What follows belongs to an exercise in optimizing a design on an open flow for small area; a production flow would make more cautious choices. The RTL was checked by simulation tests, not by an equivalence proof against the original design.

==> flow/design.v (outline; a module is shown in full before it is edited, if it fits) <==
// module sigmoid_LUT: 280 lines
// module MBGD_SIGMOID_CALC: 26 lines
// module MBGD_DOT_PROD_CALC: 1494 lines
// module MBGD_FA: 11 lines
// module phase1: 16 lines
module phase1(clk,resetn,enable,x,teta,h);
  // ...
==> flow/flow/run.sh <==
#!/bin/bash
# Layout flow: the standard flow, with two changes after synthesis.
#  - the buffers ABC put into the synthesized netlist are removed at the
#    floorplan (REMOVE_ABC_BUFFERS=1), and
#  - the port buffers that global placement inserts on every input and
#    output are the smallest buffer, buf_1.
# Synthesis itself is the standard one, run unchanged. Each step's full output
# is kept in a log file in this folder.
set -euo pipefail
bash standard.sh synth > synth.log 2>&1
bash standard.sh REMOVE_ABC_BUFFERS=1 \
  'BUFFER_PORTS_ARGS=-buffer_cell sky130_fd_sc_hd__buf_1' finish > layout.log 2>&1
==> flow/standard.sh <==
#!/bin/bash
# synth_recipe.tcl (not shown) runs the flow's synth.tcl, then flattens the netlist and writes it again
# the make line also repeats each setting of config.mk as NAME=value (left out here)
make -C /OpenROAD-flow-scripts/flow DESIGN_CONFIG=/design/flow/config.mk WORK_HOME=/design/flow/orfs CLKGATE_MAP_FILE= SYNTH_SCRIPT=/design/flow/synth_recipe.tcl "${@:-finish}"
==> flow/config.mk <==
export PLATFORM = sky130hd
export DESIGN_NAME = phase1
export DESIGN_NICKNAME = phase1
export VERILOG_FILES = /design/flow/design.v
export SDC_FILE = /design/flow/constraint.sdc
export NUM_CORES = 4
export LEC_CHECK = 0
export ABC_AREA = 1
export CAP_MARGIN = 20
export CORE_MARGIN = 2
export CORE_UTILIZATION = 70
export GPL_TIMING_DRIVEN = 0
export SLEW_MARGIN = 20
export SYNTH_HIERARCHICAL = 1
==> flow/constraint.sdc <==
create_clock -name core_clock -period 10.0 [get_ports {clk}]
set_input_delay 2.0000 -clock core_clock [delete_from_list [all_inputs] [get_ports {clk}]]
set_output_delay 2.0000 -clock core_clock [all_outputs]
set_load 0.01 [all_outputs]
==> results.py, run 1 <==
metrics = {
    "detailed_routing": {
        "route.detailed.drc": 0,
        "drt_iter0_markers": 1158,
        "wl_microns": 47200,
    },
    "grt": {
        "met3_usage_pct": 12.8,
        "grt_max_degree": 25,
    },
    "critical_path": {
        "critPathRequiredTime_ns": 10.19,
        "critPathLaunch": "teta[24]",
        "critPathTopFamily": "adder cells",
        "path_class": "input port to flop",
        "rr_endpoint": "iMBGD_SIGMOID_CALC.s2[3]",
    },
    "final_layout": {
        "multi_input_area_share_pct": 88.3,
        "multi_input_area_sq_mm": 0.0134,
        "nMultiInputCombCells": 1320,
        "seq_area_sq_um": 583,
    },
    "clocking": {
        "post_cts_resized": 0,
        "cts_setup_buffers": 0,
        "clock_latency_ns": 0.26,
    },
    "floorplanning": {
        "dieHeight_microns": 150,
        "die_area_sq_mm": 0.0225,
        "dieWidth_microns": 150,
    },
    "sta": {
        "clock.fmax_ghz": 0.104,
        "finalCritPeriodShare_pct": 96.0,
    },
    "placement": {
        "routabilityCongestion": 1.04,
    },
    "run_status": {
        "status": "no timing/DRC/antenna violations",
    },
}
==> run 2: changes to the inputs <==
==> flow/run.sh (new file) <==
#!/bin/bash
# synth_recipe.tcl (not shown) runs the flow's synth.tcl, then flattens the netlist and writes it again
# the make line also repeats each setting of config.mk as NAME=value (left out here)
make -C /OpenROAD-flow-scripts/flow DESIGN_CONFIG=/design/flow/config.mk WORK_HOME=/design/flow/orfs CLKGATE_MAP_FILE= SYNTH_SCRIPT=/design/flow/synth_recipe.tcl finish
removed: flow/flow/run.sh
removed: flow/standard.sh
==> run 2 against run 1 <==
Effect of this change:
- still clean on timing, DRC and antenna
- synthesized cell count is the same
- count of clock-buffer cells in the layout is the same
- first-iteration DRC count grew 6.0%
- sequential cell count is the same
- routed wire length is essentially flat
==> results.py, run 2 <==
metrics = {
    "floorplanning": {
        "dieWidth_microns": 150,
        "core_area_sq_mm": 0.0210,
        "row_count": 53,
        "ios": 139,
        "die_area_sq_mm": 0.0225,
        "initial_core_util_pct": 71.1,
        "dieHeight_microns": 150,
    },
    "sta": {
        "tightest_slew_ns": 0.726,
        "slew_headroom_pct": 51.6,
        "setup_viol": 0,
        "worst_clock_skew_ns": 0.00698,
        "clock.fmax_ghz": 0.106,
        "finalCritPeriodShare_pct": 94.6,
        "hold_viol": 0,
        "hold_ws_ns": 0.463,
        "tns_ns": 0,
        "grt_setup_unrepaired": "no",
        "fin_crit_ns": 9.46,
        "slew_viol_final": 0,
    },
    "placement": {
        "routabilityCongestion": 1.00,
        "dp_hpwl_microns": 42300,
        "port_buffers": 10,
        "dp.cells": 1835,
    },
    "final_layout": {
        "fill_cells": 1557,
        "instances_no_fill": 1839,
        "seq_area_sq_um": 583,
        "largestRegisters": "iMBGD_SIGMOID_CALC.h: 8 flops, iMBGD_SIGMOID_CALC.s1: 8 flops, iMBGD_SIGMOID_CALC.s2: 7 flops",
        "multi_input_area_sq_mm": 0.0134,
        "nNetsFinal": 2194,
        "layout_commonest_cell": "nand2_1",
        "antenna_cells": 0,
        "final_cell_mix": "nand2_1 (651), fa_1 (486), clkbuf_1 (126)",
        "syn_to_final_growth_pct": 3.49,
        "drive_gt1_share_pct": 6.52,
        "fin_util_pct": 73.5,
    },
    "grt": {
        "grt_max_degree": 24,
        "grt_pass1_vias": 13376,
        "antenna_found_initial": 1,
        "grt_use_total_pct": 45.8,
        "grt_pass1_wl_microns": 73500,
        "overflow": 0,
    },
    "clocking": {
        "hold_buffers": 0,
        "clk_path_buf_depth": 2,
        "clk_pin_slew_worst_paths_ns": 0.06,
        "clock_latency_ns": 0.26,
        "cts_tree": "built",
        "clock-sinks": 23,
        "numCtsBuffers": 3,
        "h-tree-depth": 1,
        "post_cts_resized": 0,
        "cts_root_buf": "clkbuf_16",
        "cts_setup_buffers": 0,
    },
    "critical_path": {
        "start_kind": "input port",
        "critPathLaunch": "x[27]",
        "arrival_ns": 9.61,
        "r2r-start": "iMBGD_SIGMOID_CALC.s1[7]",
        "reg2reg_depth": 17,
        "r2r_slack_ns": 7.48,
        "path_class": "input port to flop",
        "worstPathMaxFanout": 8,
        "rr_endpoint": "iMBGD_SIGMOID_CALC.s2[0]",
        "critPathRequiredTime_ns": 10.15,
        "endpoint": "iMBGD_SIGMOID_CALC.s1[4]",
        "end_kind": "flop",
    },
    "synthesis": {
        "synth_cells": 1550,
        "syn_area_sq_mm": 0.0149,
        "avgSynthCellArea_sq_um": 9.61,
        "ys_warn_count": 7,
    },
    "run": {
        "max_cap_violations": 0,
    },
    "detailed_routing": {
        "drt_iter0_markers": 1228,
        "post_drt_wl_per_cell_microns": 25.7,
        "drtPass1Iterations": 6,
        "routed_via_density": 6.44,
        "postRouteAntennaNets": 0,
        "route.detailed.drc": 0,
        "via_count": 11837,
        "wl_microns": 47200,
    },
    "run_status": {
        "status": "no timing/DRC/antenna violations",
    },
    "min_path": {
        "hold_path.class": "flop to flop",
    },
}
-- run 2: changes by cell type in the layout (fill, tap and decap cells not counted), moves of 4 or more --
cell and delta:
clkdlybuf4s50_1 +9, buf_1 -135, clkbuf_1 +126, buf_4 +4, buf_6 +8
-- run 2: area by class of cell --
type,instances,area share (%)
multi-input cells,1320,87.1
plain buffers,142,4.06
clock inverters,1,0.0325
well taps,275,2.23
clock buffers,3,0.487
flip-flops and latches,23,3.78
inverters,65,1.65
repair buffers,10,0.617
-- run 2: worst max-delay path: stages --
cell and delay, ns:
clkbuf_1 0.53, nand2_1 0.18, fa_1 0.55, fa_1 0.64, fa_1 0.47, fa_1 0.50, fa_1 0.42, fa_1 0.43
fa_1 0.42, fa_1 0.42, fa_1 0.42, fa_1 0.42, fa_1 0.40, fa_1 0.39, fa_1 0.41, inv_1 0.08
ha_1 0.21, nand2_1 0.07, inv_1 0.08, nand3_1 0.08, nor2_2 0.10, nand3_2 0.09, nand3_1 0.09, nand2_1 0.07
nand2_1 0.09, nand2_1 0.06
-- run 2: how the worst min path moves through the flow --
stage	startpoint	end	slack [ns]	cells past startpoint
floorplan	iMBGD_SIGMOID_CALC.s2[4]	iMBGD_SIGMOID_CALC.s2[4]	0.44	2
finish	iMBGD_SIGMOID_CALC.s2[5]	iMBGD_SIGMOID_CALC.s2[5]	0.46	2
global route	iMBGD_SIGMOID_CALC.s2[0]	iMBGD_SIGMOID_CALC.s2[0]	0.48	2
global placement	iMBGD_SIGMOID_CALC.h[7]	iMBGD_SIGMOID_CALC.h[7]	0.45	1
CTS	iMBGD_SIGMOID_CALC.s2[0]	iMBGD_SIGMOID_CALC.s2[0]	0.46	2
detailed placement	iMBGD_SIGMOID_CALC.s2[0]	iMBGD_SIGMOID_CALC.s2[0]	0.45	2
-- run 2: metrics by stage --
| step | worst slack [ns] | area [sq um] |
|---|---|---|
| detailed placement | 0.321 | 15300 |
| floorplan | 1.19 | 14900 |
| global route | 0.277 | 15400 |
| CTS | 0.596 | 15400 |
| finish | 0.541 | 15400 |
| global placement | 0.473 | 15300 |
-- run 2: metal layers --
| metal | vias up | wire length [microns] | global-route usage (%) |
|---|---|---|---|
| met5 | - | 13 | 0 |
| met1 | 5951 | 16000 | 61.2 |
| met3 | 203 | 7120 | 16.1 |
| met4 | 2 | 3450 | 26.0 |
| li1 | 4614 | - | - |
| met2 | 1067 | 20700 | 66.3 |

[port drivers added, routing unchanged]
No port has a modelled driver above. Below, the same layouts with a new extraction and two added sets of constraints. Step 1 sets driving cells, clkbuf_16 on the clock port and buf_2 on the other inputs (assumed; they add their load-dependent delay and slew). Step 2, shift: input delay + t, output delay - t, t = (earliest + latest rising clock arrival at the registers) / 2. This alone moves slack from input paths to output paths. Slacks: ideal ports / drivers / drivers and shift; pairs: ideal ports / drivers.
run	shift t [ns]	slack for setup (ns)	worst setup path after step 2	worst data-port slew with drivers (ns)	cell pins on the clock port's net
run 1	0.285	0.403 / 0.402 / 0.117	input to register	0.07	1
run 2	0.296	0.541 / 0.555 / 0.258	input to register	0.07	1
After both steps setup and hold are still met in every run listed. For run 1, which loses most, drivers alone change the setup slack by -0.001 ns; drivers and shift together by -0.286 ns.
